From an optimization exercise on the open Yosys and OpenROAD flow, aimed at small area and a short achievable clock period; shortcuts taken in it are not production practice. In this exercise RTL edits were held to simulation tests only and were not proved equivalent to the original. Power figures rest on the tool's default switching activity, not on a simulated workload.

[flow/flow/run.sh]
#!/bin/bash
# Own flow: the standard flow (standard.sh: unchanged synthesis and steps) with
#  - the port buffers that buffer_ports inserts chosen as the smallest buffer, and
#  - clock tree synthesis without dummy loads.
# make's full output goes to standard.log; ORFS keeps each step's log under orfs/logs.
export BUFFER_PORTS_ARGS="-buffer_cell sky130_fd_sc_hd__buf_1"
export CTS_ARGS="-sink_clustering_enable -repair_clock_nets -buf_list sky130_fd_sc_hd__clkbuf_8 -sink_clustering_size 30 -sink_clustering_max_diameter 100 -dont_use_dummy_load"
export SKIP_REPAIR_TIE_FANOUT=1
bash standard.sh > standard.log 2>&1
[flow/standard.sh]
#!/bin/bash
# synth_recipe.tcl (not shown) runs the flow's synth.tcl, then flattens the netlist and writes it again
# the make line also repeats each setting of config.mk as NAME=value (left out here)
make -C /OpenROAD-flow-scripts/flow DESIGN_CONFIG=/design/flow/config.mk WORK_HOME=/design/flow/orfs CLKGATE_MAP_FILE= SYNTH_SCRIPT=/design/flow/synth_recipe.tcl "${@:-finish}"
[flow/config.mk]
export PLATFORM = sky130hd
export DESIGN_NAME = uart_top
export DESIGN_NICKNAME = uart_top
export VERILOG_FILES = /design/flow/design.v
export SDC_FILE = /design/flow/constraint.sdc
export NUM_CORES = 8
export LEC_CHECK = 0
export ABC_AREA = 1
export CAP_MARGIN = 20
export CORE_MARGIN = 2
export CORE_UTILIZATION = 40
export CTS_BUF_LIST = sky130_fd_sc_hd__clkbuf_8
export CTS_CLUSTER_DIAMETER = 100
export CTS_CLUSTER_SIZE = 30
export SLEW_MARGIN = 20
[flow/constraint.sdc]
create_clock -name core_clock -period 72.0 [get_ports {clk}]
set_input_delay 14.4000 -clock core_clock [delete_from_list [all_inputs] [get_ports {clk}]]
set_output_delay 14.4000 -clock core_clock [all_outputs]
set_load 0.01 [all_outputs]
[flow/design.v]
`timescale 1ns / 1ps
module baud_generator (
    input wire clk,
    input wire rst_n,
    input wire [15:0] baud_cfg,
    output reg baud_tick
);
    reg [15:0] b;
    reg [15:0] c2;
    wire [17:0] m3;
    wire [16:0] mc;
    assign m3[0] = c2[0];
    assign m3[1] = c2[1] ^ c2[0];
    assign mc[1] = c2[1] & c2[0];
    assign m3[2] = c2[2] ^ c2[1] ^ mc[1];
    assign mc[2] = (c2[2] & c2[1]) | (c2[2] & mc[1]) | (c2[1] & mc[1]);
    assign m3[3] = c2[3] ^ c2[2] ^ mc[2];
    assign mc[3] = (c2[3] & c2[2]) | (c2[3] & mc[2]) | (c2[2] & mc[2]);
    assign m3[4] = c2[4] ^ c2[3] ^ mc[3];
    assign mc[4] = (c2[4] & c2[3]) | (c2[4] & mc[3]) | (c2[3] & mc[3]);
    assign m3[5] = c2[5] ^ c2[4] ^ mc[4];
    assign mc[5] = (c2[5] & c2[4]) | (c2[5] & mc[4]) | (c2[4] & mc[4]);
    assign m3[6] = c2[6] ^ c2[5] ^ mc[5];
    assign mc[6] = (c2[6] & c2[5]) | (c2[6] & mc[5]) | (c2[5] & mc[5]);
    assign m3[7] = c2[7] ^ c2[6] ^ mc[6];
    assign mc[7] = (c2[7] & c2[6]) | (c2[7] & mc[6]) | (c2[6] & mc[6]);
    assign m3[8] = c2[8] ^ c2[7] ^ mc[7];
    assign mc[8] = (c2[8] & c2[7]) | (c2[8] & mc[7]) | (c2[7] & mc[7]);
    assign m3[9] = c2[9] ^ c2[8] ^ mc[8];
    assign mc[9] = (c2[9] & c2[8]) | (c2[9] & mc[8]) | (c2[8] & mc[8]);
    assign m3[10] = c2[10] ^ c2[9] ^ mc[9];
    assign mc[10] = (c2[10] & c2[9]) | (c2[10] & mc[9]) | (c2[9] & mc[9]);
    assign m3[11] = c2[11] ^ c2[10] ^ mc[10];
    assign mc[11] = (c2[11] & c2[10]) | (c2[11] & mc[10]) | (c2[10] & mc[10]);
    assign m3[12] = c2[12] ^ c2[11] ^ mc[11];
    assign mc[12] = (c2[12] & c2[11]) | (c2[12] & mc[11]) | (c2[11] & mc[11]);
    assign m3[13] = c2[13] ^ c2[12] ^ mc[12];
    assign mc[13] = (c2[13] & c2[12]) | (c2[13] & mc[12]) | (c2[12] & mc[12]);
    assign m3[14] = c2[14] ^ c2[13] ^ mc[13];
    assign mc[14] = (c2[14] & c2[13]) | (c2[14] & mc[13]) | (c2[13] & mc[13]);
    assign m3[15] = c2[15] ^ c2[14] ^ mc[14];
    assign mc[15] = (c2[15] & c2[14]) | (c2[15] & mc[14]) | (c2[14] & mc[14]);
    assign m3[16] = c2[15] ^ mc[15];
    assign m3[17] = c2[15] & mc[15];
    localparam [31:0] KBT0 = 32'h0000a22a;
    localparam [31:0] KBT1 = 32'h00aa60c6;
    localparam [31:0] KBT2 = 32'h00ccba3e;
    localparam [31:0] KBT3 = 32'h00f0cffe;
    localparam [31:0] KBT4 = 32'h00000000;
    localparam [31:0] KBT5 = 32'h00fffffe;
    wire b_small = (b[15:6] == 10'd0) && !(b[5] && b[4]);    
    wire b_ge24 = b[5] || (b[4] && b[3]);
    wire [5:0] kb_tab = {KBT5[b[4:0]], KBT4[b[4:0]], KBT3[b[4:0]], KBT2[b[4:0]], KBT1[b[4:0]], KBT0[b[4:0]]};
    wire [5:0] kb = !b_small ? 6'd0 : b_ge24 ? b[5:0] : kb_tab;
    wire e1_0 = (b[1:0] == 2'd1);
    wire e2_0 = (b[1:0] == 2'd2);
    wire e3_0 = (b[1:0] == 2'd3);
    wire p0_0 = (e1_0 & c2[0]) | (e3_0 & m3[0]);
    wire p0_1 = (e1_0 & c2[1]) | (e2_0 & c2[0]) | (e3_0 & m3[1]);
    wire p0_2 = (e1_0 & c2[2]) | (e2_0 & c2[1]) | (e3_0 & m3[2]);
    wire p0_3 = (e1_0 & c2[3]) | (e2_0 & c2[2]) | (e3_0 & m3[3]);
    wire p0_4 = (e1_0 & c2[4]) | (e2_0 & c2[3]) | (e3_0 & m3[4]);
    wire p0_5 = (e1_0 & c2[5]) | (e2_0 & c2[4]) | (e3_0 & m3[5]);
    wire p0_6 = (e1_0 & c2[6]) | (e2_0 & c2[5]) | (e3_0 & m3[6]);
    wire p0_7 = (e1_0 & c2[7]) | (e2_0 & c2[6]) | (e3_0 & m3[7]);
    wire p0_8 = (e1_0 & c2[8]) | (e2_0 & c2[7]) | (e3_0 & m3[8]);
    wire p0_9 = (e1_0 & c2[9]) | (e2_0 & c2[8]) | (e3_0 & m3[9]);
    wire p0_10 = (e1_0 & c2[10]) | (e2_0 & c2[9]) | (e3_0 & m3[10]);
    wire p0_11 = (e1_0 & c2[11]) | (e2_0 & c2[10]) | (e3_0 & m3[11]);
    wire p0_12 = (e1_0 & c2[12]) | (e2_0 & c2[11]) | (e3_0 & m3[12]);
    wire p0_13 = (e1_0 & c2[13]) | (e2_0 & c2[12]) | (e3_0 & m3[13]);
    wire p0_14 = (e1_0 & c2[14]) | (e2_0 & c2[13]) | (e3_0 & m3[14]);
    wire p0_15 = (e1_0 & c2[15]) | (e2_0 & c2[14]) | (e3_0 & m3[15]);
    wire p0_16 = (e2_0 & c2[15]) | (e3_0 & m3[16]);
    wire p0_17 = (e3_0 & m3[17]);
    wire e1_1 = (b[3:2] == 2'd1);
    wire e2_1 = (b[3:2] == 2'd2);
    wire e3_1 = (b[3:2] == 2'd3);
    wire p1_0 = (e1_1 & c2[0]) | (e3_1 & m3[0]);
    wire p1_1 = (e1_1 & c2[1]) | (e2_1 & c2[0]) | (e3_1 & m3[1]);
    wire p1_2 = (e1_1 & c2[2]) | (e2_1 & c2[1]) | (e3_1 & m3[2]);
    wire p1_3 = (e1_1 & c2[3]) | (e2_1 & c2[2]) | (e3_1 & m3[3]);
    wire p1_4 = (e1_1 & c2[4]) | (e2_1 & c2[3]) | (e3_1 & m3[4]);
    wire p1_5 = (e1_1 & c2[5]) | (e2_1 & c2[4]) | (e3_1 & m3[5]);
    wire p1_6 = (e1_1 & c2[6]) | (e2_1 & c2[5]) | (e3_1 & m3[6]);
    wire p1_7 = (e1_1 & c2[7]) | (e2_1 & c2[6]) | (e3_1 & m3[7]);
    wire p1_8 = (e1_1 & c2[8]) | (e2_1 & c2[7]) | (e3_1 & m3[8]);
    wire p1_9 = (e1_1 & c2[9]) | (e2_1 & c2[8]) | (e3_1 & m3[9]);
    wire p1_10 = (e1_1 & c2[10]) | (e2_1 & c2[9]) | (e3_1 & m3[10]);
    wire p1_11 = (e1_1 & c2[11]) | (e2_1 & c2[10]) | (e3_1 & m3[11]);
    wire p1_12 = (e1_1 & c2[12]) | (e2_1 & c2[11]) | (e3_1 & m3[12]);
    wire p1_13 = (e1_1 & c2[13]) | (e2_1 & c2[12]) | (e3_1 & m3[13]);
    wire p1_14 = (e1_1 & c2[14]) | (e2_1 & c2[13]) | (e3_1 & m3[14]);
    wire p1_15 = (e1_1 & c2[15]) | (e2_1 & c2[14]) | (e3_1 & m3[15]);
    wire p1_16 = (e2_1 & c2[15]) | (e3_1 & m3[16]);
    wire p1_17 = (e3_1 & m3[17]);
    wire e1_2 = (b[5:4] == 2'd1);
    wire e2_2 = (b[5:4] == 2'd2);
    wire e3_2 = (b[5:4] == 2'd3);
    wire p2_0 = (e1_2 & c2[0]) | (e3_2 & m3[0]);
    wire p2_1 = (e1_2 & c2[1]) | (e2_2 & c2[0]) | (e3_2 & m3[1]);
    wire p2_2 = (e1_2 & c2[2]) | (e2_2 & c2[1]) | (e3_2 & m3[2]);
    wire p2_3 = (e1_2 & c2[3]) | (e2_2 & c2[2]) | (e3_2 & m3[3]);
    wire p2_4 = (e1_2 & c2[4]) | (e2_2 & c2[3]) | (e3_2 & m3[4]);
    wire p2_5 = (e1_2 & c2[5]) | (e2_2 & c2[4]) | (e3_2 & m3[5]);
    wire p2_6 = (e1_2 & c2[6]) | (e2_2 & c2[5]) | (e3_2 & m3[6]);
    wire p2_7 = (e1_2 & c2[7]) | (e2_2 & c2[6]) | (e3_2 & m3[7]);
    wire p2_8 = (e1_2 & c2[8]) | (e2_2 & c2[7]) | (e3_2 & m3[8]);
    wire p2_9 = (e1_2 & c2[9]) | (e2_2 & c2[8]) | (e3_2 & m3[9]);
    wire p2_10 = (e1_2 & c2[10]) | (e2_2 & c2[9]) | (e3_2 & m3[10]);
    wire p2_11 = (e1_2 & c2[11]) | (e2_2 & c2[10]) | (e3_2 & m3[11]);
    wire p2_12 = (e1_2 & c2[12]) | (e2_2 & c2[11]) | (e3_2 & m3[12]);
    wire p2_13 = (e1_2 & c2[13]) | (e2_2 & c2[12]) | (e3_2 & m3[13]);
    wire p2_14 = (e1_2 & c2[14]) | (e2_2 & c2[13]) | (e3_2 & m3[14]);
    wire p2_15 = (e1_2 & c2[15]) | (e2_2 & c2[14]) | (e3_2 & m3[15]);
    wire p2_16 = (e2_2 & c2[15]) | (e3_2 & m3[16]);
    wire p2_17 = (e3_2 & m3[17]);
    wire e1_3 = (b[7:6] == 2'd1);
    wire e2_3 = (b[7:6] == 2'd2);
    wire e3_3 = (b[7:6] == 2'd3);
    wire p3_0 = (e1_3 & c2[0]) | (e3_3 & m3[0]);
    wire p3_1 = (e1_3 & c2[1]) | (e2_3 & c2[0]) | (e3_3 & m3[1]);
    wire p3_2 = (e1_3 & c2[2]) | (e2_3 & c2[1]) | (e3_3 & m3[2]);
    wire p3_3 = (e1_3 & c2[3]) | (e2_3 & c2[2]) | (e3_3 & m3[3]);
    wire p3_4 = (e1_3 & c2[4]) | (e2_3 & c2[3]) | (e3_3 & m3[4]);
    wire p3_5 = (e1_3 & c2[5]) | (e2_3 & c2[4]) | (e3_3 & m3[5]);
    wire p3_6 = (e1_3 & c2[6]) | (e2_3 & c2[5]) | (e3_3 & m3[6]);
    wire p3_7 = (e1_3 & c2[7]) | (e2_3 & c2[6]) | (e3_3 & m3[7]);
    wire p3_8 = (e1_3 & c2[8]) | (e2_3 & c2[7]) | (e3_3 & m3[8]);
    wire p3_9 = (e1_3 & c2[9]) | (e2_3 & c2[8]) | (e3_3 & m3[9]);
    wire p3_10 = (e1_3 & c2[10]) | (e2_3 & c2[9]) | (e3_3 & m3[10]);
    wire p3_11 = (e1_3 & c2[11]) | (e2_3 & c2[10]) | (e3_3 & m3[11]);
    wire p3_12 = (e1_3 & c2[12]) | (e2_3 & c2[11]) | (e3_3 & m3[12]);
    wire p3_13 = (e1_3 & c2[13]) | (e2_3 & c2[12]) | (e3_3 & m3[13]);
    wire p3_14 = (e1_3 & c2[14]) | (e2_3 & c2[13]) | (e3_3 & m3[14]);
    wire p3_15 = (e1_3 & c2[15]) | (e2_3 & c2[14]) | (e3_3 & m3[15]);
    wire e1_4 = (b[9:8] == 2'd1);
    wire e2_4 = (b[9:8] == 2'd2);
    wire e3_4 = (b[9:8] == 2'd3);
    wire p4_0 = (e1_4 & c2[0]) | (e3_4 & m3[0]);
    wire p4_1 = (e1_4 & c2[1]) | (e2_4 & c2[0]) | (e3_4 & m3[1]);
    wire p4_2 = (e1_4 & c2[2]) | (e2_4 & c2[1]) | (e3_4 & m3[2]);
    wire p4_3 = (e1_4 & c2[3]) | (e2_4 & c2[2]) | (e3_4 & m3[3]);
    wire p4_4 = (e1_4 & c2[4]) | (e2_4 & c2[3]) | (e3_4 & m3[4]);
    wire p4_5 = (e1_4 & c2[5]) | (e2_4 & c2[4]) | (e3_4 & m3[5]);
    wire p4_6 = (e1_4 & c2[6]) | (e2_4 & c2[5]) | (e3_4 & m3[6]);
    wire p4_7 = (e1_4 & c2[7]) | (e2_4 & c2[6]) | (e3_4 & m3[7]);
    wire p4_8 = (e1_4 & c2[8]) | (e2_4 & c2[7]) | (e3_4 & m3[8]);
    wire p4_9 = (e1_4 & c2[9]) | (e2_4 & c2[8]) | (e3_4 & m3[9]);
    wire p4_10 = (e1_4 & c2[10]) | (e2_4 & c2[9]) | (e3_4 & m3[10]);
    wire p4_11 = (e1_4 & c2[11]) | (e2_4 & c2[10]) | (e3_4 & m3[11]);
    wire p4_12 = (e1_4 & c2[12]) | (e2_4 & c2[11]) | (e3_4 & m3[12]);
    wire p4_13 = (e1_4 & c2[13]) | (e2_4 & c2[12]) | (e3_4 & m3[13]);
    wire e1_5 = (b[11:10] == 2'd1);
    wire e2_5 = (b[11:10] == 2'd2);
    wire e3_5 = (b[11:10] == 2'd3);
    wire p5_0 = (e1_5 & c2[0]) | (e3_5 & m3[0]);
    wire p5_1 = (e1_5 & c2[1]) | (e2_5 & c2[0]) | (e3_5 & m3[1]);
    wire p5_2 = (e1_5 & c2[2]) | (e2_5 & c2[1]) | (e3_5 & m3[2]);
    wire p5_3 = (e1_5 & c2[3]) | (e2_5 & c2[2]) | (e3_5 & m3[3]);
    wire p5_4 = (e1_5 & c2[4]) | (e2_5 & c2[3]) | (e3_5 & m3[4]);
    wire p5_5 = (e1_5 & c2[5]) | (e2_5 & c2[4]) | (e3_5 & m3[5]);
    wire p5_6 = (e1_5 & c2[6]) | (e2_5 & c2[5]) | (e3_5 & m3[6]);
    wire p5_7 = (e1_5 & c2[7]) | (e2_5 & c2[6]) | (e3_5 & m3[7]);
    wire p5_8 = (e1_5 & c2[8]) | (e2_5 & c2[7]) | (e3_5 & m3[8]);
    wire p5_9 = (e1_5 & c2[9]) | (e2_5 & c2[8]) | (e3_5 & m3[9]);
    wire p5_10 = (e1_5 & c2[10]) | (e2_5 & c2[9]) | (e3_5 & m3[10]);
    wire p5_11 = (e1_5 & c2[11]) | (e2_5 & c2[10]) | (e3_5 & m3[11]);
    wire e1_6 = (b[13:12] == 2'd1);
    wire e2_6 = (b[13:12] == 2'd2);
    wire e3_6 = (b[13:12] == 2'd3);
    wire p6_0 = (e1_6 & c2[0]) | (e3_6 & m3[0]);
    wire p6_1 = (e1_6 & c2[1]) | (e2_6 & c2[0]) | (e3_6 & m3[1]);
    wire p6_2 = (e1_6 & c2[2]) | (e2_6 & c2[1]) | (e3_6 & m3[2]);
    wire p6_3 = (e1_6 & c2[3]) | (e2_6 & c2[2]) | (e3_6 & m3[3]);
    wire p6_4 = (e1_6 & c2[4]) | (e2_6 & c2[3]) | (e3_6 & m3[4]);
    wire p6_5 = (e1_6 & c2[5]) | (e2_6 & c2[4]) | (e3_6 & m3[5]);
    wire p6_6 = (e1_6 & c2[6]) | (e2_6 & c2[5]) | (e3_6 & m3[6]);
    wire p6_7 = (e1_6 & c2[7]) | (e2_6 & c2[6]) | (e3_6 & m3[7]);
    wire p6_8 = (e1_6 & c2[8]) | (e2_6 & c2[7]) | (e3_6 & m3[8]);
    wire p6_9 = (e1_6 & c2[9]) | (e2_6 & c2[8]) | (e3_6 & m3[9]);
    wire e1_7 = (b[15:14] == 2'd1);
    wire e2_7 = (b[15:14] == 2'd2);
    wire e3_7 = (b[15:14] == 2'd3);
    wire p7_0 = (e1_7 & c2[0]) | (e3_7 & m3[0]);
    wire p7_1 = (e1_7 & c2[1]) | (e2_7 & c2[0]) | (e3_7 & m3[1]);
    wire p7_2 = (e1_7 & c2[2]) | (e2_7 & c2[1]) | (e3_7 & m3[2]);
    wire p7_3 = (e1_7 & c2[3]) | (e2_7 & c2[2]) | (e3_7 & m3[3]);
    wire p7_4 = (e1_7 & c2[4]) | (e2_7 & c2[3]) | (e3_7 & m3[4]);
    wire p7_5 = (e1_7 & c2[5]) | (e2_7 & c2[4]) | (e3_7 & m3[5]);
    wire p7_6 = (e1_7 & c2[6]) | (e2_7 & c2[5]) | (e3_7 & m3[6]);
    wire p7_7 = (e1_7 & c2[7]) | (e2_7 & c2[6]) | (e3_7 & m3[7]);
    wire s1;
    wire k2;
    wire s3;
    wire k4;
    wire s5;
    wire k6;
    wire s7;
    wire k8;
    wire s9;
    wire k10;
    wire s11;
    wire k12;
    wire s13;
    wire k14;
    wire s15;
    wire k16;
    wire s17;
    wire k18;
    wire s19;
    wire k20;
    wire s21;
    wire k22;
    wire s23;
    wire k24;
    wire s25;
    wire k26;
    wire s27;
    wire k28;
    wire s29;
    wire k30;
    wire s31;
    wire k32;
    wire s33;
    wire k34;
    wire s35;
    wire k36;
    wire s37;
    wire k38;
    wire s39;
    wire k40;
    wire s41;
    wire k42;
    wire s43;
    wire k44;
    wire s45;
    wire k46;
    wire s47;
    wire k48;
    wire s49;
    wire k50;
    wire s51;
    wire k52;
    wire s53;
    wire k54;
    wire s55;
    wire k56;
    wire s57;
    wire k58;
    wire s59;
    wire k60;
    wire s61;
    wire k62;
    wire s63;
    wire k64;
    wire s65;
    wire k66;
    wire s67;
    wire k68;
    wire s69;
    wire k70;
    wire s71;
    wire k72;
    wire s73;
    wire k74;
    wire s75;
    wire k76;
    wire s77;
    wire k78;
    wire s79;
    wire k80;
    wire s81;
    wire k82;
    wire s83;
    wire k84;
    wire s85;
    wire k86;
    wire s87;
    wire k88;
    wire s89;
    wire k90;
    wire s91;
    wire k92;
    wire s93;
    wire k94;
    wire s95;
    wire k96;
    wire s97;
    wire k98;
    wire s99;
    wire k100;
    wire s101;
    wire k102;
    wire s103;
    wire k104;
    wire s105;
    wire k106;
    wire s107;
    wire k108;
    wire s109;
    wire k110;
    wire s111;
    wire k112;
    wire s113;
    wire k114;
    wire s115;
    wire k116;
    wire s117;
    wire k118;
    wire s119;
    wire k120;
    wire s121;
    wire k122;
    wire s123;
    wire k124;
    wire s125;
    wire k126;
    wire s127;
    wire k128;
    wire s129;
    wire k130;
    wire s131;
    wire k132;
    wire s133;
    wire k134;
    wire s135;
    wire k136;
    wire s137;
    wire k138;
    wire s139;
    wire k140;
    wire s141;
    wire k142;
    wire s143;
    wire k144;
    wire s145;
    wire k146;
    wire s147;
    wire k148;
    wire s149;
    wire k150;
    wire s151;
    wire k152;
    wire s153;
    wire k154;
    wire s155;
    wire k156;
    wire s157;
    wire k158;
    wire s159;
    wire k160;
    wire s161;
    wire k162;
    wire s163;
    wire k164;
    wire s165;
    wire k166;
    wire s167;
    wire k168;
    wire s169;
    wire k170;
    wire s171;
    wire k172;
    wire s173;
    wire k174;
    wire s175;
    wire k176;
    wire s177;
    wire k178;
    wire r179;
    wire r180;
    wire r181;
    wire r182;
    wire r183;
    wire r184;
    wire r185;
    wire r186;
    wire r187;
    wire r188;
    wire r189;
    wire r190;
    wire r191;
    wire r192;
    wire r193;
    wire r194;
    wire r195;
    wire r196;
    wire r197;
    wire r198;
    wire r199;
    wire r200;
    assign s1 = p0_12 ^ p1_10 ^ p2_8;
    assign k2 = (p0_12 & p1_10) | (p0_12 & p2_8) | (p1_10 & p2_8);
    assign s3 = p0_13 ^ p1_11 ^ p2_9;
    assign k4 = (p0_13 & p1_11) | (p0_13 & p2_9) | (p1_11 & p2_9);
    assign s5 = p0_14 ^ p1_12 ^ p2_10;
    assign k6 = (p0_14 & p1_12) | (p0_14 & p2_10) | (p1_12 & p2_10);
    assign s7 = p3_8 ^ p4_6 ^ p5_4;
    assign k8 = (p3_8 & p4_6) | (p3_8 & p5_4) | (p4_6 & p5_4);
    assign s9 = p0_15 ^ p1_13 ^ p2_11;
    assign k10 = (p0_15 & p1_13) | (p0_15 & p2_11) | (p1_13 & p2_11);
    assign s11 = p3_9 ^ p4_7 ^ p5_5;
    assign k12 = (p3_9 & p4_7) | (p3_9 & p5_5) | (p4_7 & p5_5);
    assign s13 = p0_16 ^ p1_14 ^ p2_12;
    assign k14 = (p0_16 & p1_14) | (p0_16 & p2_12) | (p1_14 & p2_12);
    assign s15 = p3_10 ^ p4_8 ^ p5_6;
    assign k16 = (p3_10 & p4_8) | (p3_10 & p5_6) | (p4_8 & p5_6);
    assign s17 = p6_4 ^ p7_2;
    assign k18 = p6_4 & p7_2;
    assign s19 = p0_17 ^ p1_15 ^ p2_13;
    assign k20 = (p0_17 & p1_15) | (p0_17 & p2_13) | (p1_15 & p2_13);
    assign s21 = p3_11 ^ p4_9 ^ p5_7;
    assign k22 = (p3_11 & p4_9) | (p3_11 & p5_7) | (p4_9 & p5_7);
    assign s23 = p6_5 ^ p7_3 ^ kb[1];
    assign k24 = (p6_5 & p7_3) | (p6_5 & kb[1]) | (p7_3 & kb[1]);
    assign s25 = p1_16 ^ p2_14 ^ p3_12;
    assign k26 = (p1_16 & p2_14) | (p1_16 & p3_12) | (p2_14 & p3_12);
    assign s27 = p4_10 ^ p5_8 ^ p6_6;
    assign k28 = (p4_10 & p5_8) | (p4_10 & p6_6) | (p5_8 & p6_6);
    assign s29 = p7_4 ^ kb[2];
    assign k30 = p7_4 & kb[2];
    assign s31 = p1_17 ^ p2_15 ^ p3_13;
    assign k32 = (p1_17 & p2_15) | (p1_17 & p3_13) | (p2_15 & p3_13);
    assign s33 = p4_11 ^ p5_9 ^ p6_7;
    assign k34 = (p4_11 & p5_9) | (p4_11 & p6_7) | (p5_9 & p6_7);
    assign s35 = p7_5 ^ kb[3];
    assign k36 = p7_5 & kb[3];
    assign s37 = p2_16 ^ p3_14 ^ p4_12;
    assign k38 = (p2_16 & p3_14) | (p2_16 & p4_12) | (p3_14 & p4_12);
    assign s39 = p5_10 ^ p6_8 ^ p7_6;
    assign k40 = (p5_10 & p6_8) | (p5_10 & p7_6) | (p6_8 & p7_6);
    assign s43 = p2_17 ^ p3_15 ^ p4_13;
    assign k44 = (p2_17 & p3_15) | (p2_17 & p4_13) | (p3_15 & p4_13);
    assign s45 = p5_11 ^ p6_9 ^ p7_7;
    assign k46 = (p5_11 & p6_9) | (p5_11 & p7_7) | (p6_9 & p7_7);
    assign s47 = p0_6 ^ p1_4;
    assign k48 = p0_6 & p1_4;
    assign s49 = p0_7 ^ p1_5 ^ p2_3;
    assign k50 = (p0_7 & p1_5) | (p0_7 & p2_3) | (p1_5 & p2_3);
    assign s51 = p0_8 ^ p1_6 ^ p2_4;
    assign k52 = (p0_8 & p1_6) | (p0_8 & p2_4) | (p1_6 & p2_4);
    assign s53 = p0_9 ^ p1_7 ^ p2_5;
    assign k54 = (p0_9 & p1_7) | (p0_9 & p2_5) | (p1_7 & p2_5);
    assign s55 = p0_10 ^ p1_8 ^ p2_6;
    assign k56 = (p0_10 & p1_8) | (p0_10 & p2_6) | (p1_8 & p2_6);
    assign s57 = p3_4 ^ p4_2;
    assign k58 = p3_4 & p4_2;
    assign s59 = p0_11 ^ p1_9 ^ p2_7;
    assign k60 = (p0_11 & p1_9) | (p0_11 & p2_7) | (p1_9 & p2_7);
    assign s61 = p3_5 ^ p4_3 ^ p5_1;
    assign k62 = (p3_5 & p4_3) | (p3_5 & p5_1) | (p4_3 & p5_1);
    assign s63 = s1 ^ p3_6 ^ p4_4;
    assign k64 = (s1 & p3_6) | (s1 & p4_4) | (p3_6 & p4_4);
    assign s65 = p5_2 ^ p6_0 ^ 1'b1;
    assign k66 = (p5_2 & p6_0) | (p5_2 & 1'b1) | (p6_0 & 1'b1);
    assign s67 = s3 ^ p3_7 ^ p4_5;
    assign k68 = (s3 & p3_7) | (s3 & p4_5) | (p3_7 & p4_5);
    assign s69 = p5_3 ^ p6_1 ^ k2;
    assign k70 = (p5_3 & p6_1) | (p5_3 & k2) | (p6_1 & k2);
    assign s71 = s5 ^ s7 ^ p6_2;
    assign k72 = (s5 & s7) | (s5 & p6_2) | (s7 & p6_2);
    assign s73 = p7_0 ^ 1'b1 ^ k4;
    assign k74 = (p7_0 & 1'b1) | (p7_0 & k4) | (1'b1 & k4);
    assign s75 = s9 ^ s11 ^ p6_3;
    assign k76 = (s9 & s11) | (s9 & p6_3) | (s11 & p6_3);
    assign s77 = p7_1 ^ k6 ^ k8;
    assign k78 = (p7_1 & k6) | (p7_1 & k8) | (k6 & k8);
    assign s79 = s13 ^ s15 ^ s17;
    assign k80 = (s13 & s15) | (s13 & s17) | (s15 & s17);
    assign s81 = kb[0] ^ k10 ^ k12;
    assign k82 = (kb[0] & k10) | (kb[0] & k12) | (k10 & k12);
    assign s83 = s19 ^ s21 ^ s23;
    assign k84 = (s19 & s21) | (s19 & s23) | (s21 & s23);
    assign s85 = k14 ^ k16 ^ k18;
    assign k86 = (k14 & k16) | (k14 & k18) | (k16 & k18);
    assign s87 = s25 ^ s27 ^ s29;
    assign k88 = (s25 & s27) | (s25 & s29) | (s27 & s29);
    assign s89 = k20 ^ k22 ^ k24;
    assign k90 = (k20 & k22) | (k20 & k24) | (k22 & k24);
    assign s91 = s31 ^ s33 ^ s35;
    assign k92 = (s31 & s33) | (s31 & s35) | (s33 & s35);
    assign s93 = k26 ^ k28 ^ k30;
    assign k94 = (k26 & k28) | (k26 & k30) | (k28 & k30);
    assign s95 = s37 ^ s39 ^ ~kb[4];
    assign k96 = (s37 & s39) | (s37 & ~kb[4]) | (s39 & ~kb[4]);
    assign s97 = k32 ^ k34 ^ k36;
    assign k98 = (k32 & k34) | (k32 & k36) | (k34 & k36);
    assign s99 = s43 ^ s45 ^ kb[5];
    assign k100 = (s43 & s45) | (s43 & kb[5]) | (s45 & kb[5]);
    assign s101 = k38 ^ k40 ^ kb[4];
    assign k102 = (k38 & k40) | (k38 & kb[4]) | (k40 & kb[4]);
    assign s103 = p0_4 ^ p1_2;
    assign k104 = p0_4 & p1_2;
    assign s105 = p0_5 ^ p1_3 ^ p2_1;
    assign k106 = (p0_5 & p1_3) | (p0_5 & p2_1) | (p1_3 & p2_1);
    assign s107 = s47 ^ p2_2 ^ p3_0;
    assign k108 = (s47 & p2_2) | (s47 & p3_0) | (p2_2 & p3_0);
    assign s109 = s49 ^ p3_1 ^ 1'b1;
    assign k110 = (s49 & p3_1) | (s49 & 1'b1) | (p3_1 & 1'b1);
    assign s111 = s51 ^ p3_2 ^ p4_0;
    assign k112 = (s51 & p3_2) | (s51 & p4_0) | (p3_2 & p4_0);
    assign s113 = s53 ^ p3_3 ^ p4_1;
    assign k114 = (s53 & p3_3) | (s53 & p4_1) | (p3_3 & p4_1);
    assign s115 = s55 ^ s57 ^ p5_0;
    assign k116 = (s55 & s57) | (s55 & p5_0) | (s57 & p5_0);
    assign s117 = s59 ^ s61 ^ k56;
    assign k118 = (s59 & s61) | (s59 & k56) | (s61 & k56);
    assign s119 = s63 ^ s65 ^ k60;
    assign k120 = (s63 & s65) | (s63 & k60) | (s65 & k60);
    assign s121 = s67 ^ s69 ^ k64;
    assign k122 = (s67 & s69) | (s67 & k64) | (s69 & k64);
    assign s123 = s71 ^ s73 ^ k68;
    assign k124 = (s71 & s73) | (s71 & k68) | (s73 & k68);
    assign s125 = s75 ^ s77 ^ k72;
    assign k126 = (s75 & s77) | (s75 & k72) | (s77 & k72);
    assign s127 = s79 ^ s81 ^ k76;
    assign k128 = (s79 & s81) | (s79 & k76) | (s81 & k76);
    assign s129 = s83 ^ s85 ^ k80;
    assign k130 = (s83 & s85) | (s83 & k80) | (s85 & k80);
    assign s131 = s87 ^ s89 ^ k84;
    assign k132 = (s87 & s89) | (s87 & k84) | (s89 & k84);
    assign s133 = s91 ^ s93 ^ k88;
    assign k134 = (s91 & s93) | (s91 & k88) | (s93 & k88);
    assign s135 = s95 ^ s97 ^ k92;
    assign k136 = (s95 & s97) | (s95 & k92) | (s97 & k92);
    assign s137 = s99 ^ s101 ^ k96;
    assign k138 = (s99 & s101) | (s99 & k96) | (s101 & k96);
    assign s139 = p0_2 ^ p1_0;
    assign k140 = p0_2 & p1_0;
    assign s141 = p0_3 ^ p1_1;
    assign k142 = p0_3 & p1_1;
    assign s143 = s103 ^ p2_0 ^ 1'b1;
    assign k144 = (s103 & p2_0) | (s103 & 1'b1) | (p2_0 & 1'b1);
    assign s145 = s105 ^ 1'b1 ^ k104;
    assign k146 = (s105 & 1'b1) | (s105 & k104) | (1'b1 & k104);
    assign s147 = s107 ^ 1'b1 ^ k106;
    assign k148 = (s107 & 1'b1) | (s107 & k106) | (1'b1 & k106);
    assign s149 = s109 ^ k48 ^ k108;
    assign k150 = (s109 & k48) | (s109 & k108) | (k48 & k108);
    assign s151 = s111 ^ k50 ^ k110;
    assign k152 = (s111 & k50) | (s111 & k110) | (k50 & k110);
    assign s153 = s113 ^ k52 ^ k112;
    assign k154 = (s113 & k52) | (s113 & k112) | (k52 & k112);
    assign s155 = s115 ^ k54 ^ k114;
    assign k156 = (s115 & k54) | (s115 & k114) | (k54 & k114);
    assign s157 = s117 ^ k58 ^ k116;
    assign k158 = (s117 & k58) | (s117 & k116) | (k58 & k116);
    assign s159 = s119 ^ k62 ^ k118;
    assign k160 = (s119 & k62) | (s119 & k118) | (k62 & k118);
    assign s161 = s121 ^ k66 ^ k120;
    assign k162 = (s121 & k66) | (s121 & k120) | (k66 & k120);
    assign s163 = s123 ^ k70 ^ k122;
    assign k164 = (s123 & k70) | (s123 & k122) | (k70 & k122);
    assign s165 = s125 ^ k74 ^ k124;
    assign k166 = (s125 & k74) | (s125 & k124) | (k74 & k124);
    assign s167 = s127 ^ k78 ^ k126;
    assign k168 = (s127 & k78) | (s127 & k126) | (k78 & k126);
    assign s169 = s129 ^ k82 ^ k128;
    assign k170 = (s129 & k82) | (s129 & k128) | (k82 & k128);
    assign s171 = s131 ^ k86 ^ k130;
    assign k172 = (s131 & k86) | (s131 & k130) | (k86 & k130);
    assign s173 = s133 ^ k90 ^ k132;
    assign k174 = (s133 & k90) | (s133 & k132) | (k90 & k132);
    assign s175 = s135 ^ k94 ^ k134;
    assign k176 = (s135 & k94) | (s135 & k134) | (k94 & k134);
    assign s177 = s137 ^ k98 ^ k136;
    assign k178 = (s137 & k98) | (s137 & k136) | (k98 & k136);
    assign r179 = p0_0 & 1'b1;
    assign r180 = (p0_1 & 1'b1) | (p0_1 & r179) | (1'b1 & r179);
    assign r181 = (s139 & 1'b1) | (s139 & r180) | (1'b1 & r180);
    assign r182 = (s141 & k140) | (s141 & r181) | (k140 & r181);
    assign r183 = (s143 & k142) | (s143 & r182) | (k142 & r182);
    assign r184 = (s145 & k144) | (s145 & r183) | (k144 & r183);
    assign r185 = (s147 & k146) | (s147 & r184) | (k146 & r184);
    assign r186 = (s149 & k148) | (s149 & r185) | (k148 & r185);
    assign r187 = (s151 & k150) | (s151 & r186) | (k150 & r186);
    assign r188 = (s153 & k152) | (s153 & r187) | (k152 & r187);
    assign r189 = (s155 & k154) | (s155 & r188) | (k154 & r188);
    assign r190 = (s157 & k156) | (s157 & r189) | (k156 & r189);
    assign r191 = (s159 & k158) | (s159 & r190) | (k158 & r190);
    assign r192 = (s161 & k160) | (s161 & r191) | (k160 & r191);
    assign r193 = (s163 & k162) | (s163 & r192) | (k162 & r192);
    assign r194 = (s165 & k164) | (s165 & r193) | (k164 & r193);
    assign r195 = (s167 & k166) | (s167 & r194) | (k166 & r194);
    assign r196 = (s169 & k168) | (s169 & r195) | (k168 & r195);
    assign r197 = (s171 & k170) | (s171 & r196) | (k170 & r196);
    assign r198 = (s173 & k172) | (s173 & r197) | (k172 & r197);
    assign r199 = (s175 & k174) | (s175 & r198) | (k174 & r198);
    assign r200 = (s177 & k176) | (s177 & r199) | (k176 & r199);
    wire gt = r200;
    wire hi = ((e2_3 & c2[15]) | (e3_3 & m3[16])) | ((e3_3 & m3[17])) | ((e1_4 & c2[14]) | (e2_4 & c2[13]) | (e3_4 & m3[14])) | ((e1_4 & c2[15]) | (e2_4 & c2[14]) | (e3_4 & m3[15])) | ((e2_4 & c2[15]) | (e3_4 & m3[16])) | ((e3_4 & m3[17])) | ((e1_5 & c2[12]) | (e2_5 & c2[11]) | (e3_5 & m3[12])) | ((e1_5 & c2[13]) | (e2_5 & c2[12]) | (e3_5 & m3[13])) | ((e1_5 & c2[14]) | (e2_5 & c2[13]) | (e3_5 & m3[14])) | ((e1_5 & c2[15]) | (e2_5 & c2[14]) | (e3_5 & m3[15])) | ((e2_5 & c2[15]) | (e3_5 & m3[16])) | ((e3_5 & m3[17])) | ((e1_6 & c2[10]) | (e2_6 & c2[9]) | (e3_6 & m3[10])) | ((e1_6 & c2[11]) | (e2_6 & c2[10]) | (e3_6 & m3[11])) | ((e1_6 & c2[12]) | (e2_6 & c2[11]) | (e3_6 & m3[12])) | ((e1_6 & c2[13]) | (e2_6 & c2[12]) | (e3_6 & m3[13])) | ((e1_6 & c2[14]) | (e2_6 & c2[13]) | (e3_6 & m3[14])) | ((e1_6 & c2[15]) | (e2_6 & c2[14]) | (e3_6 & m3[15])) | ((e2_6 & c2[15]) | (e3_6 & m3[16])) | ((e3_6 & m3[17])) | ((e1_7 & c2[8]) | (e2_7 & c2[7]) | (e3_7 & m3[8])) | ((e1_7 & c2[9]) | (e2_7 & c2[8]) | (e3_7 & m3[9])) | ((e1_7 & c2[10]) | (e2_7 & c2[9]) | (e3_7 & m3[10])) | ((e1_7 & c2[11]) | (e2_7 & c2[10]) | (e3_7 & m3[11])) | ((e1_7 & c2[12]) | (e2_7 & c2[11]) | (e3_7 & m3[12])) | ((e1_7 & c2[13]) | (e2_7 & c2[12]) | (e3_7 & m3[13])) | ((e1_7 & c2[14]) | (e2_7 & c2[13]) | (e3_7 & m3[14])) | ((e1_7 & c2[15]) | (e2_7 & c2[14]) | (e3_7 & m3[15])) | ((e2_7 & c2[15]) | (e3_7 & m3[16])) | ((e3_7 & m3[17])) | k44 | k46 | k100 | k102 | k138 | k178;
    wire cond = hi | gt;
    wire [16:0] c2_t;
    wire [15:0] c2_inc;
    assign c2_t[0] = 1'b1;
    genvar gi;
    generate for (gi = 0; gi < 16; gi = gi + 1) begin : g_inc
        assign c2_inc[gi] = c2[gi] ^ c2_t[gi];
        assign c2_t[gi + 1] = c2[gi] & c2_t[gi];
    end endgenerate
    always @(posedge clk) b <= (baud_cfg == 16'd0) ? 16'd9600 : baud_cfg;
    always @(posedge clk) begin
        if (!rst_n) begin
            c2 <= 16'd2;
            baud_tick <= 1'b0;
        end else begin
            baud_tick <= cond;
            c2 <= cond ? 16'd2 : c2_inc;
        end
    end
endmodule
`timescale 1ns / 1ps
module uart_tx (
    input wire clk,
    input wire rst_n,
    input wire tx_start,
    input wire [7:0] tx_data,
    input wire baud_tick,
    output reg tx,
    output reg tx_busy,
    output reg tx_done
);
    localparam [3:0] IDLE = 4'd6, START = 4'd7, STOP = 4'd0;
    reg [3:0] state;
    reg [7:0] data;            
    wire idle = (state == IDLE);
    wire stop = (state == STOP);
    wire [3:0] state_inc = {state[3] ^ (state[2] & state[1] & state[0]),
                            state[2] ^ (state[1] & state[0]),
                            state[1] ^ state[0],
                            ~state[0]};
    always @(posedge clk)
        if (idle && tx_start) data <= tx_data;
    always @(posedge clk) begin
        if (!rst_n) begin
            state   <= IDLE;
            tx      <= 1'b1;
            tx_busy <= 1'b0;
            tx_done <= 1'b0;
        end else begin
            tx_busy <= !idle || tx_start;
            tx_done <= stop && baud_tick;
            tx      <= state[3] ? data[state[2:0]] : (state != START);
            if (idle) begin
                if (tx_start) state <= START;
            end else if (baud_tick) begin
                state <= stop ? IDLE : state_inc;
            end
        end
    end
endmodule
`timescale 1ns / 1ps
module uart_rx (
    input wire clk,
    input wire rst_n,
    input wire rx,
    input wire baud_tick,
    output reg [7:0] rx_data,
    output reg rx_valid,
    output reg frame_error,
    output wire parity_error,
    output reg overrun_error
);
    localparam [3:0] IDLE = 4'd6, START = 4'd7, STOP = 4'd0;
    assign parity_error = 1'b0;
    reg rx_sync1, rx_sync2;
    reg [2:0] rx_filter;
    reg rx_filtered;
    reg [3:0] div16;           
    reg [3:0] sample_count;    
    reg [3:0] state;
    reg [6:0] shift_lo;        
    reg shift_hi;
    wire baud_pulse = baud_tick && (div16 == 4'd0);
    wire mid = baud_tick && (sample_count == 4'd7);
    wire idle = (state == IDLE);
    wire stop = (state == STOP);
    wire data_st = state[3];
    function [3:0] inc4;
        input [3:0] x;
        inc4 = {x[3] ^ (x[2] & x[1] & x[0]), x[2] ^ (x[1] & x[0]), x[1] ^ x[0], ~x[0]};
    endfunction
    always @(posedge clk) begin
        rx_sync1 <= rx;
        rx_sync2 <= rx_sync1;
        if (baud_tick)
            sample_count <= idle ? 4'd0 : inc4(sample_count);
        if (data_st && mid)
            shift_lo <= {shift_hi, shift_lo[6:1]};
    end
    always @(posedge clk) begin
        if (!rst_n) begin
            rx_filter     <= 3'b111;
            rx_filtered   <= 1'b1;
            div16         <= 4'd0;
            state         <= IDLE;
            shift_hi      <= 1'b0;
            rx_data       <= 8'd0;
            rx_valid      <= 1'b0;
            frame_error   <= 1'b0;
            overrun_error <= 1'b0;
        end else begin
            if (baud_tick) begin
                div16       <= inc4(div16);
                rx_filter   <= {rx_filter[1:0], rx_sync2};
                rx_filtered <= (rx_filter[2] & rx_filter[1]) |
                               (rx_filter[2] & rx_filter[0]) |
                               (rx_filter[1] & rx_filter[0]);
            end
            if (data_st && mid)
                shift_hi <= rx_filtered;
            rx_valid <= stop && baud_pulse;
            if (stop && baud_pulse) begin
                rx_data       <= {shift_hi, shift_lo};
                overrun_error <= 1'b0;
            end else if (rx_valid) begin
                overrun_error <= 1'b1;
            end
            if (idle)
                frame_error <= 1'b0;
            else if (stop && mid && !rx_filtered)
                frame_error <= 1'b1;
            case (state)
                IDLE:    if (baud_tick && !rx_filtered) state <= START;
                START:   if (mid) state <= rx_filtered ? IDLE : 4'd8;
                STOP:    if (baud_pulse) state <= IDLE;
                default: if (baud_pulse) state <= inc4(state);    
            endcase
        end
    end
endmodule
`timescale 1ns / 1ps
module uart_protocol_checker (
    input wire clk,
    input wire rst_n,
    input wire rx_valid,
    input wire [7:0] rx_data,
    input wire frame_error,
    input wire overrun_error,
    output reg [7:0] frame_error_count,
    output wire [7:0] parity_error_count,
    output reg [7:0] overrun_error_count,
    output reg [7:0] break_count,
    output reg break_detected,
    output reg [15:0] bytes_received,
    output reg [15:0] packets_received,
    input wire clear_stats
);
    assign parity_error_count = 8'd0;
    function [7:0] inc8;
        input [7:0] x;
        input en;
        integer i;
        reg c;
        begin
            c = en;
            for (i = 0; i < 8; i = i + 1) begin
                inc8[i] = x[i] ^ c;
                c = c & x[i];
            end
        end
    endfunction
    function [15:0] inc16;
        input [15:0] x;
        input en;
        integer i;
        reg c;
        begin
            c = en;
            for (i = 0; i < 16; i = i + 1) begin
                inc16[i] = x[i] ^ c;
                c = c & x[i];
            end
        end
    endfunction
    reg [3:0] zeros;
    reg [1:0] idle_count;      
    reg prev_rx_valid, prev_frame_error, prev_overrun_error;
    wire zero_frame = (rx_data == 8'd0) && frame_error;
    wire ff_frame = (rx_data == 8'hFF);
    always @(posedge clk) begin
        if (!rst_n) begin
            zeros          <= 4'd0;
            break_detected <= 1'b0;
        end else begin
            break_detected <= rx_valid && zero_frame && (zeros == 4'd9);
            if (rx_valid) begin
                if (!zero_frame)
                    zeros <= 4'd0;
                else if (zeros != 4'd10)
                    zeros <= {zeros[3] ^ (zeros[2] & zeros[1] & zeros[0]),
                              zeros[2] ^ (zeros[1] & zeros[0]),
                              zeros[1] ^ zeros[0],
                              ~zeros[0]};
            end
        end
    end
    wire pkt_inc = rx_valid && !ff_frame && (idle_count == 2'd3);
    always @(posedge clk) begin
        if (!rst_n) begin
            idle_count          <= 2'd0;
            packets_received    <= 16'd0;
            frame_error_count   <= 8'd0;
            overrun_error_count <= 8'd0;
            break_count         <= 8'd0;
            bytes_received      <= 16'd0;
            prev_rx_valid       <= 1'b0;
            prev_frame_error    <= 1'b0;
            prev_overrun_error  <= 1'b0;
        end else if (clear_stats) begin
            packets_received    <= 16'd0;
            frame_error_count   <= 8'd0;
            overrun_error_count <= 8'd0;
            break_count         <= 8'd0;
            bytes_received      <= 16'd0;
        end else begin
            if (rx_valid) begin
                if (ff_frame)
                    idle_count <= {idle_count[1] | idle_count[0], idle_count[1] | ~idle_count[0]};
                else
                    idle_count <= 2'd0;
            end
            packets_received    <= inc16(packets_received, pkt_inc);
            bytes_received      <= inc16(bytes_received, rx_valid && !prev_rx_valid);
            frame_error_count   <= inc8(frame_error_count, frame_error && !prev_frame_error);
            overrun_error_count <= inc8(overrun_error_count, overrun_error && !prev_overrun_error);
            break_count         <= inc8(break_count, break_detected);
            prev_rx_valid      <= rx_valid;
            prev_frame_error   <= frame_error;
            prev_overrun_error <= overrun_error;
        end
    end
endmodule
`timescale 1ns / 1ps
module uart_top #(
    parameter CLOCK_FREQ = 50000000,
    parameter DEFAULT_BAUD = 9600,
    parameter DATA_WIDTH = 8,
    parameter STOP_BITS = 1,
    parameter PARITY_EN = 0,
    parameter OVERSAMPLING = 16
) (
    input wire clk,
    input wire rst_n,
    input wire rx,
    output wire tx,
    input wire tx_start,
    input wire [DATA_WIDTH-1:0] tx_data,
    output wire tx_busy,
    output wire tx_done,
    output wire [DATA_WIDTH-1:0] rx_data,
    output wire rx_valid,
    input wire [15:0] baud_cfg,
    output wire frame_error,
    output wire parity_error,
    output wire overrun_error,
    output wire break_detected,
    output wire [7:0] frame_error_count,
    output wire [7:0] parity_error_count,
    output wire [7:0] overrun_error_count,
    output wire [7:0] break_count,
    output wire [15:0] bytes_received,
    output wire [15:0] packets_received,
    input wire clear_stats
);
    wire baud_tick;
    baud_generator baud_gen (
        .clk(clk),
        .rst_n(rst_n),
        .baud_cfg(baud_cfg),
        .baud_tick(baud_tick)
    );
    uart_tx uart_transmitter (
        .clk(clk),
        .rst_n(rst_n),
        .tx_start(tx_start),
        .tx_data(tx_data),
        .baud_tick(baud_tick),
        .tx(tx),
        .tx_busy(tx_busy),
        .tx_done(tx_done)
    );
    uart_rx uart_receiver (
        .clk(clk),
        .rst_n(rst_n),
        .rx(rx),
        .baud_tick(baud_tick),
        .rx_data(rx_data),
        .rx_valid(rx_valid),
        .frame_error(frame_error),
        .parity_error(parity_error),
        .overrun_error(overrun_error)
    );
    uart_protocol_checker protocol_checker (
        .clk(clk),
        .rst_n(rst_n),
        .rx_valid(rx_valid),
        .rx_data(rx_data),
        .frame_error(frame_error),
        .overrun_error(overrun_error),
        .frame_error_count(frame_error_count),
        .parity_error_count(parity_error_count),
        .overrun_error_count(overrun_error_count),
        .break_count(break_count),
        .break_detected(break_detected),
        .bytes_received(bytes_received),
        .packets_received(packets_received),
        .clear_stats(clear_stats)
    );
endmodule
==> results of run 1 <==
cells by family after synthesis:
family	synth area share, %
xor gates and xnor gates	0.7361
other	0.03502
buffers and inverters	11.95
AOI/OAI and AO/OA	14.48
and+or+nand+nor	14.97
DFF	30.00
adders and majority gates	27.83
through the flow:
step / util [%] / hold slack [ns] / std cells / area, sq um
after floorplan: - / 0.3096 / 1281 / 10710
after global placement: 42.79 / 0.3155 / 1647 / 11210
after detailed placement: 42.79 / 0.3207 / 1647 / 11210
after CTS: 43.68 / 0.3398 / 1664 / 11450
after global routing: 43.71 / 0.3504 / 1664 / 11450
final: 43.71 / 0.3345 / 1664 / 11450
layer usage:
metal  wire length (microns)  vias to the layer above
li1                        -                     4280
met1                   12660                     4147
met2                   12590                      412
met3                    2727                       44
met4                     491                        0
met5                       0                        -
placed cells by master (no fill, tap or decap), types with 17 or more instances in the layout:
cell,instances
inv_1,246
clkbuf_8,17
dfxtp_1,132
buf_1,99
fa_1,87
a21oi_1,56
nor2_1,117
o21ai_0,33
nand2_1,178
o22ai_1,29
ha_1,99
o221ai_1,78
nand3_1,30
edfxtp_1,19
sequential cells by signal (all words and copies together), names as in the netlist, 7 cells and up:
register and flops:
baud_gen.b 16, baud_gen.c2 16, protocol_checker.break_count 8, protocol_checker.bytes_received 16, protocol_checker.frame_error_count 8, protocol_checker.overrun_error_count 8, protocol_checker.packets_received 16, uart_receiver.rx_data 8
uart_receiver.shift_lo 7, uart_transmitter.data 8
power by group:
group / switching [uW] / total, uW / internal [uW]
Clock: 26.3 / 47.1 / 20.8
Sequential: 2.13 / 89.1 / 87.0
Combinational: 22.3 / 33.2 / 10.9
final cells by class:
| type | count | area, sq um |
|---|---|---|
| repair buffers | 104 | 409.1 |
| fillers | 2596 | 14750 |
| multi-input cells | 803 | 6226 |
| inverters | 254 | 953.4 |
| clock buffers | 17 | 234.0 |
| well taps | 335 | 419.2 |
| flip-flops and latches | 151 | 3213 |
how the worst max path moves through the flow:
stage,start,endpoint,slack [ns],cells after the start
global route,rst_n,uart_receiver.rx_data[7],56.39,6
detailed placement,rst_n,protocol_checker.packets_received[8],56.12,4
finish,uart_receiver.rx_valid,rx_valid,56.57,1
global placement,rst_n,protocol_checker.break_count[7],56.20,4
CTS,uart_receiver.rx_valid,rx_valid,56.54,1
floorplan,tx_start,uart_transmitter.state[2],56.56,7
==> flow_summary.toml, run 1 <==
[drt]
num_vias = 8883
drt_iter0_drc = 865
via_per_inst = 5.338
firstDrtPassIters = 6
totalWireLength_microns = 28470
drcViolationCount = 0
post_drt_wl_per_cell_microns = 17.11
postRouteAntennaNets = 0

[global_route]
antenna_found_initial = 0
grt_pass1_vias = 8459
met1_usage_pct = 28.11
grt-ovfl-total = 0
grt_most_used_layer = "met2"
grt_pass1_wl_microns = 45540
grt_use_met2_pct = 31.84
grt_util_all_layers_pct = 20.57
grt_max_degree = 57
gr-usage-met3_pct = 5.956

[flow_run]
maxCapViolCount = 0

[timing]
finalHoldViolCount = 0
setup_viol_count_final = 0
max_freq_ghz = 0.06481
slew_viol_final = 0
rsz0062_at_grt = "false"
finalClockSkew_ns = 0.05530
timing.final.ws_setup_ns = 56.57
setup_tns_ns = 0
worst_pin_slew_ns = 1.101
slew_headroom_pct = 26.30
layout_min_cycle_time_ns = 15.43
period_share_pct = 21.43

[hold_path]
hp-class = "flop to flop"
hold_end = "uart_receiver.rx_sync2"
hold_depth = 0
worstHoldStart = "uart_receiver.rx_sync1"

[synthesis]
syn-mean-instance-area_sq_um = 8.360
synth_area_sq_um = 10710
synthArstFlopShare_pct = 0
syn_inst = 1281
yosys-top-cells-area = "dfxtp_1, fa_1, ha_1, inv_1, o221ai_1"
synth_top_area_share_pct = 24.68
synth_ff_type = "dfxtp_1"
synth_cell_type_count = 44
yosysSeqAreaShare_pct = 30.00
ys_ff_latch = 151
synth_edf_count = 19
synth_common_cells = "inv_1, nand2_1, dfxtp_1, nor2_1, ha_1"
yosysWarnings = 4
yosysTopAreaCell = "dfxtp_1"
yosysMostFrequentCell = "inv_1"

[clock_network]
post-cts-setup-buffers = 0
htree_levels = 4
clock-sinks = 151
ctsHoldBuffers = 0
clkTransAtPathRegs_ns = 0.08
cts_root_buf = "clkbuf_8"
cts_tree = "yes"
ctsResizeCount = 0
cts_buffer_depth = 2
worstSkewPairLatency_ns = 0.46
cts_buffers = 17

[critical_path]
r2r_slack_ns = 60.83
cp_num_buf_inv = 1
cp-end-kind = "output port"
reg2reg_from = "baud_gen.c2[0]"
cp_slowest_cell = "dfxtp_1"
worstPathArrival_ns = 1.03
crit_fanout = 5
path_delay_family = "flip-flops"
start_kind = "flop"
worstRegToRegCells = 30
critPathMaxStageDelay_ns = 0.42
r2r-end = "baud_gen.c2[2]"
crit_chain = "buf_1"
required_ns = 57.60
crit_type = "flop to output port"

[finish]
drive_gt1_share_pct = 3.311
antenna_cells = 0
nets = 1546
area_growth_pct = 6.963

[floorplanning]
io_pins = 109
die_w_microns = 167.6
die_y_microns = 167.6
core_sq_um = 26210
fp-row-count = 59
initial_core_util_pct = 40.86
die_area_sq_um = 28100

[place]
hpwl_microns = 22180
gp_congestion = 0.9595
port_buffers = 99
pre_cts_ws_ns = 56.12

[power_and_ir_drop]
p_leak_uw = 0.005036
ir_worst_vdd_v = 0.00001114
total_power_uw = 169.4
powerDensity_nw_per_um2 = 14.79

[run_status]
outcome = "timing/DRC/antenna clean"
==> run 2: changes to the inputs <==
--- a/flow/flow/run.sh
+++ b/flow/flow/run.sh
@@ -6,4 +6,3 @@
 export BUFFER_PORTS_ARGS="-buffer_cell sky130_fd_sc_hd__buf_1"
 export CTS_ARGS="-sink_clustering_enable -repair_clock_nets -buf_list sky130_fd_sc_hd__clkbuf_8 -sink_clustering_size 30 -sink_clustering_max_diameter 100 -dont_use_dummy_load"
-export SKIP_REPAIR_TIE_FANOUT=1
 bash standard.sh > standard.log 2>&1
==> run 2 against run 1 <==
Still clean on timing, DRC and antenna. Wire length grew 0.98%. Worst setup slack better by 0.010 ns. Hold slack got worse by 0.0016 ns. Cell count up 0.54%. Design area increased by 0.31%. Register-to-register slack better by 0.11 ns. Critical path depth did not move. Synthesized cell count is the same. Critical endpoint unchanged. Largest cell class unchanged.
==> flow_summary.toml, run 2 <==
[global_route]
antenna_found_initial = 0
grt_pass1_wl_microns = 45860
grt_util_all_layers_pct = 20.83
grt_pass1_vias = 8510
grt-ovfl-total = 0
grt_max_degree = 57

[timing]
worst_pin_slew_ns = 1.252
setup_tns_ns = 0
slew_viol_final = 0
finalHoldViolCount = 0
setup_viol_count_final = 0
holdWs_ns = 0.3328
period_share_pct = 21.42
layout_min_cycle_time_ns = 15.42
rsz0062_at_grt = "false"
finalClockSkew_ns = 0.05622
max_freq_ghz = 0.06485
slew_headroom_pct = 16.21

[critical_path]
start_kind = "flop"
cp-end-kind = "output port"
crit_chain = "buf_1"
required_ns = 57.60
crit_type = "flop to output port"
path_delay_family = "flip-flops"
crit_fanout = 5
critPathMaxStageDelay_ns = 0.40
cp_slowest_cell = "dfxtp_1"
cp_num_buf_inv = 1
r2r_slack_ns = 60.94
worstPathArrival_ns = 1.02

[clock_network]
ctsResizeCount = 0
clock-sinks = 151
cts_tree = "yes"
cts_root_buf = "clkbuf_8"
ctsHoldBuffers = 0
cts_buffer_depth = 2
post-cts-setup-buffers = 0
clkTransAtPathRegs_ns = 0.08
worstSkewPairLatency_ns = 0.45
htree_levels = 4
cts_buffers = 17

[drt]
drcViolationCount = 0
post_drt_wl_per_cell_microns = 17.18
via_per_inst = 5.341
drt_iter0_drc = 980
num_vias = 8935
totalWireLength_microns = 28750
firstDrtPassIters = 5
postRouteAntennaNets = 0

[finish]
area_growth_pct = 7.291
fillers = 2614
antenna_cells = 0
fin_util_pct = 43.84
layout_common_cells = "inv_1, nand2_1, dfxtp_1"
finalNonFillerCells = 1673
drive_gt1_share_pct = 3.288
final_common_cell = "inv_1"
nets = 1555

[place]
dp_cells = 1656
hpwl_microns = 22160
port_buffers = 99
gp_congestion = 0.9865

[floorplanning]
initial_core_util_pct = 40.86
die_area_sq_um = 28100
die_w_microns = 167.6
die_y_microns = 167.6
core_sq_um = 26210
fp-row-count = 59
io_pins = 109

[power_and_ir_drop]
powerDensity_nw_per_um2 = 14.71
switching_power_uw = 50.42
clock_power_share_pct = 27.7
p_leak_uw = 0.005068
intPower_uw = 118.6
seqPwrFrac_pct = 52.7
power_frac_comb_pct = 19.6
p_sw_share_pct = 29.83
ir_worst_vdd_v = 0.00002118

[synthesis]
ys_ff_latch = 151
synth_ff_type = "dfxtp_1"
synth_cell_type_count = 44
synth_edf_count = 19
synth_top_area_share_pct = 24.68
yosysSeqAreaShare_pct = 30.00
synth_area_sq_um = 10710
syn_inst = 1281
yosys-top-cells-area = "dfxtp_1, fa_1, ha_1, inv_1, o221ai_1"
yosysMostFrequentCell = "inv_1"
syn-mean-instance-area_sq_um = 8.360
yosysWarnings = 4
synthArstFlopShare_pct = 0
synth_common_cells = "inv_1, nand2_1, dfxtp_1, nor2_1, ha_1"
yosysTopAreaCell = "dfxtp_1"

[run_status]
outcome = "timing/DRC/antenna clean"

[flow_run]
maxCapViolCount = 0

[hold_path]
hp-class = "flop to flop"
[run 2: cell counts after synthesis]
Identical to the previous run, type by type.
[run 2: power by group through the flow]
stage	Sequential, uW	Combinational (uW)	Clock (uW)
after floorplan	90.0	24.8	0
after global placement	90.9	32.2	0
after detailed placement	90.9	32.6	0
after CTS	89.1	32.7	48.9
after global routing	89.4	37.6	52.3
final	89.1	33.1	46.8
[run 2: final cells by class]
| cell class | instances | area (sq um) | area share (%) |
|---|---|---|---|
| clock buffers | 17 | 234.0 | 2.036 |
| inverters | 254 | 953.4 | 8.298 |
| multi-input cells | 811 | 6254 | 54.43 |
| flip-flops and latches | 151 | 3213 | 27.96 |
| well taps | 335 | 419.2 | 3.648 |
| repair buffers | 105 | 416.7 | 3.626 |
[run 2: per-stage QoR]
stage	power, uW	area (sq um)	worst slack, ns
after floorplan	114.8	10740	56.56
after CTS	170.7	11480	56.54
final	169.0	11490	56.58
after detailed placement	123.5	11250	56.16
after global placement	123.2	11250	56.20
after global routing	179.2	11490	56.41
[run 2: cell families after synthesis]
| kind of cell | share of synthesized area [%] |
|---|---|
| other | 0.03502 |
| DFF | 30.00 |
| adders and majority gates | 27.83 |
| buffers and inverters | 11.95 |
| and+or+nand+nor | 14.97 |
| xor gates and xnor gates | 0.7361 |
| AOI/OAI and AO/OA | 14.48 |
[run 2: final timing paths]
| check | start | to | cells past startpoint |
|---|---|---|---|
| worst max-delay path | uart_receiver.rx_valid | rx_valid | 1 |
| worst min-delay path | uart_receiver.rx_sync1 | uart_receiver.rx_sync2 | 0 |
| worst max register to register | baud_gen.c2[0] | baud_gen.c2[0] | 30 |
| worst min register to register | uart_receiver.rx_sync1 | uart_receiver.rx_sync2 | 0 |
[run 2: per-layer routing]
metal  track usage (%)  vias to the layer above  share of wire (%)
li1                  -                     4292                  -
met1             29.23                     4167                 45
met2             32.15                      412                 44
met3             4.822                       64                9.2
met4             6.087                        0                2.4
met5                 0                        -                  0
==> run 3: changes to the inputs <==
--- a/flow/flow/run.sh
+++ b/flow/flow/run.sh
@@ -6,3 +6,4 @@
 export BUFFER_PORTS_ARGS="-buffer_cell sky130_fd_sc_hd__buf_1"
 export CTS_ARGS="-sink_clustering_enable -repair_clock_nets -buf_list sky130_fd_sc_hd__clkbuf_8 -sink_clustering_size 30 -sink_clustering_max_diameter 100 -dont_use_dummy_load"
+export SKIP_REPAIR_TIE_FANOUT=1
 bash standard.sh > standard.log 2>&1
--- a/flow/config.mk
+++ b/flow/config.mk
@@ -7,5 +7,5 @@
 export LEC_CHECK = 0
 export ABC_AREA = 1
-export CAP_MARGIN = 20
+export CAP_MARGIN = 0
 export CORE_MARGIN = 2
 export CORE_UTILIZATION = 40
@@ -13,3 +13,3 @@
 export CTS_CLUSTER_DIAMETER = 100
 export CTS_CLUSTER_SIZE = 30
-export SLEW_MARGIN = 20
+export SLEW_MARGIN = 0
==> run 3 against run 2 <==
Cell count fell by 0.54%. Critical endpoint unchanged. Core utilization fell by 0.16 points. Via count barely moved. Sequential share of layout area rose by 0.10 points. Largest cell class unchanged. Clock power rose by 1%.
==> flow_summary.toml, run 3 <==
[finish]
antenna_cells = 0
final_common_cell = "inv_1"
finalNonFillerCells = 1664
drive_gt1_share_pct = 3.236
area_growth_pct = 6.893
nets = 1546
layout_common_cells = "inv_1, nand2_1, dfxtp_1"

[global_route]
grt_pass1_vias = 8459
grt-ovfl-total = 0
grt_util_all_layers_pct = 20.57
antenna_found_initial = 0
grt_max_degree = 57
grt_pass1_wl_microns = 45540

[drt]
totalWireLength_microns = 28400
via_per_inst = 5.365
firstDrtPassIters = 5
post_drt_wl_per_cell_microns = 17.07
postRouteAntennaNets = 0
drcViolationCount = 0
drt_iter0_drc = 805
num_vias = 8928

[synthesis]
yosys-top-cells-area = "dfxtp_1, fa_1, ha_1, inv_1, o221ai_1"
synth_edf_count = 19
syn-mean-instance-area_sq_um = 8.360
synth_area_sq_um = 10710
synth_top_area_share_pct = 24.68
yosysTopAreaCell = "dfxtp_1"
yosysWarnings = 4
yosysSeqAreaShare_pct = 30.00
synth_cell_type_count = 44
ys_ff_latch = 151
synth_common_cells = "inv_1, nand2_1, dfxtp_1, nor2_1, ha_1"
yosysMostFrequentCell = "inv_1"
synth_ff_type = "dfxtp_1"
synthArstFlopShare_pct = 0
syn_inst = 1281

[clock_network]
post-cts-setup-buffers = 0
ctsResizeCount = 0
cts_buffer_depth = 2
worstSkewPairLatency_ns = 0.46
ctsHoldBuffers = 0
htree_levels = 4
cts_root_buf = "clkbuf_8"
cts_buffers = 17
clkTransAtPathRegs_ns = 0.08
cts_tree = "yes"
clock-sinks = 151

[floorplanning]
die_w_microns = 167.6
die_y_microns = 167.6
io_pins = 109
initial_core_util_pct = 40.86
fp-row-count = 59
die_area_sq_um = 28100
core_sq_um = 26210

[hold_path]
hold_depth = 0
hp-class = "flop to flop"
worstHoldStart = "uart_receiver.rx_sync1"
hold_end = "uart_receiver.rx_sync2"

[place]
pre_cts_ws_ns = 56.12
port_buffers = 99
hpwl_microns = 22180
gp_congestion = 0.9595
dp_cells = 1647

[critical_path]
cp-end-kind = "output port"
path_delay_family = "flip-flops"
cp_slowest_cell = "dfxtp_1"
reg2reg_from = "baud_gen.c2[0]"
crit_type = "flop to output port"
critPathMaxStageDelay_ns = 0.42
crit_chain = "buf_1"
r2r_slack_ns = 60.83
r2r-end = "baud_gen.c2[2]"
worstPathArrival_ns = 1.03
cp_num_buf_inv = 1
crit_fanout = 5
start_kind = "flop"
worstRegToRegCells = 30
required_ns = 57.60

[timing]
layout_min_cycle_time_ns = 15.43
finalClockSkew_ns = 0.05348
setup_tns_ns = 0
period_share_pct = 21.43
finalHoldViolCount = 0
worst_pin_slew_ns = 1.213
max_freq_ghz = 0.06481
slew_viol_final = 0
setup_viol_count_final = 0
rsz0062_at_grt = "false"
slew_headroom_pct = 18.83
timing.final.ws_setup_ns = 56.57
holdWs_ns = 0.3347

[power_and_ir_drop]
p_leak_uw = 0.005032
powerDensity_nw_per_um2 = 14.81
total_power_uw = 169.5
ir_worst_vdd_v = 0.00001118

[run_status]
outcome = "timing/DRC/antenna clean"

[flow_run]
maxCapViolCount = 0
run 3: cell type report:
class,instances,area [sq um]
Multi-Input combinational cell,803,6218
Timing Repair Buffer,104,409.1
Sequential cell,151,3213
Inverter,254,953.4
Clock buffer,17,234.0
Fill cell,2598,14760
Tap cell,335,419.2
run 3: metrics by stage:
| stage | utilization [%] | area [sq um] |
|---|---|---|
| 4_1_cts | 43.68 | 11450 |
| 5_1_grt | 43.68 | 11450 |
| 6_report | 43.68 | 11450 |
| 3_3_place_gp | 42.79 | 11210 |
| 3_5_place_dp | 42.79 | 11210 |
| 2_1_floorplan | - | 10710 |
run 3: cell families after synthesis:
kind of cell | count (synthesis) | share of synthesized area, %
XOR/XNOR | 9 | 0.7361
adder cells (fa/ha/maj) | 186 | 27.83
buffers and inverters | 327 | 11.95
other | 1 | 0.03502
flip-flops | 151 | 30.00
AND/OR/NAND/NOR | 380 | 14.97
AO/OA/AOI/OAI | 227 | 14.48
run 3: worst max path at each step:
stage,from,endpoint,slack (ns),depth (start not counted)
3_3_place_gp,rst_n,protocol_checker.break_count[7],56.20,4
5_1_grt,rst_n,uart_receiver.rx_data[7],56.40,6
3_5_place_dp,rst_n,protocol_checker.packets_received[8],56.12,4
2_1_floorplan,tx_start,uart_transmitter.state[2],56.56,7
4_1_cts,uart_receiver.rx_valid,rx_valid,56.54,1
6_report,uart_receiver.rx_valid,rx_valid,56.57,1
run 3: layer usage:
| layer | vias up | part of all wire (%) | GRT usage (%) |
|---|---|---|---|
| met5 | - | 0 | 0 |
| met4 | 0 | 2.0 | 5.747 |
| met3 | 48 | 9.4 | 5.956 |
| met2 | 414 | 44 | 31.84 |
| met1 | 4178 | 45 | 28.11 |
| li1 | 4288 | - | - |
run 3: worst register-to-register path, delay by kind of cell, from the launching register on:
kind	cells	cell delay, ns
buffers and inverters	2	0.23
adders and majority gates	19	8.34
AOI/OAI and AO/OA	2	0.53
and+or+nand+nor	7	1.36
DFF	1	0.63
run 3: report_power, final:
group | total (uW) | leakage (uW) | internal (uW) | switching (uW)
clock network | 47.3 | 0.000122 | 20.8 | 26.5
registers | 89.1 | 0.00123 | 87.0 | 2.13
logic | 33.1 | 0.00368 | 10.9 | 22.2
total | 169 | 0.00503 | 119 | 50.8

-- separate check: timing with driven ports --
How much do the figures lean on ideal ports? The routed layouts below were timed once more, with nothing changed but the port constraints.
Step 1: set_driving_cell puts a clkbuf_16 on clk and a buf_2 on each other input, an assumption about the parent block.
Step 2 adds t to the input delays and takes it off the output delays; t is the mean of the earliest and latest rising clock arrival at the registers after step 1. Input paths then give back, and output paths get back, about the clock's delay inside the block.
a / b / c = no drivers / after step 1 / after step 2; a / b = the first two.
| run | shift t [ns] | slack for setup (ns) | hold slack, ns | clock arrival spread, ns | worst slew at a driven data input, ns |
|---|---|---|---|---|---|
| run 1 | 0.469 | 56.570 / 56.529 / 56.146 | 0.334 / 0.334 / 0.334 | 0.056 / 0.055 | 0.08 |
| run 2 | 0.464 | 56.580 / 56.540 / 56.149 | 0.333 / 0.333 / 0.333 | 0.056 / 0.057 | 0.06 |
| run 3 | 0.473 | 56.571 / 56.530 / 56.143 | 0.335 / 0.335 / 0.335 | 0.054 / 0.054 | 0.08 |
After both steps every run listed still meets setup and hold. For run 2, which loses most, drivers alone change the setup slack by -0.040 ns; drivers and shift together by -0.431 ns.
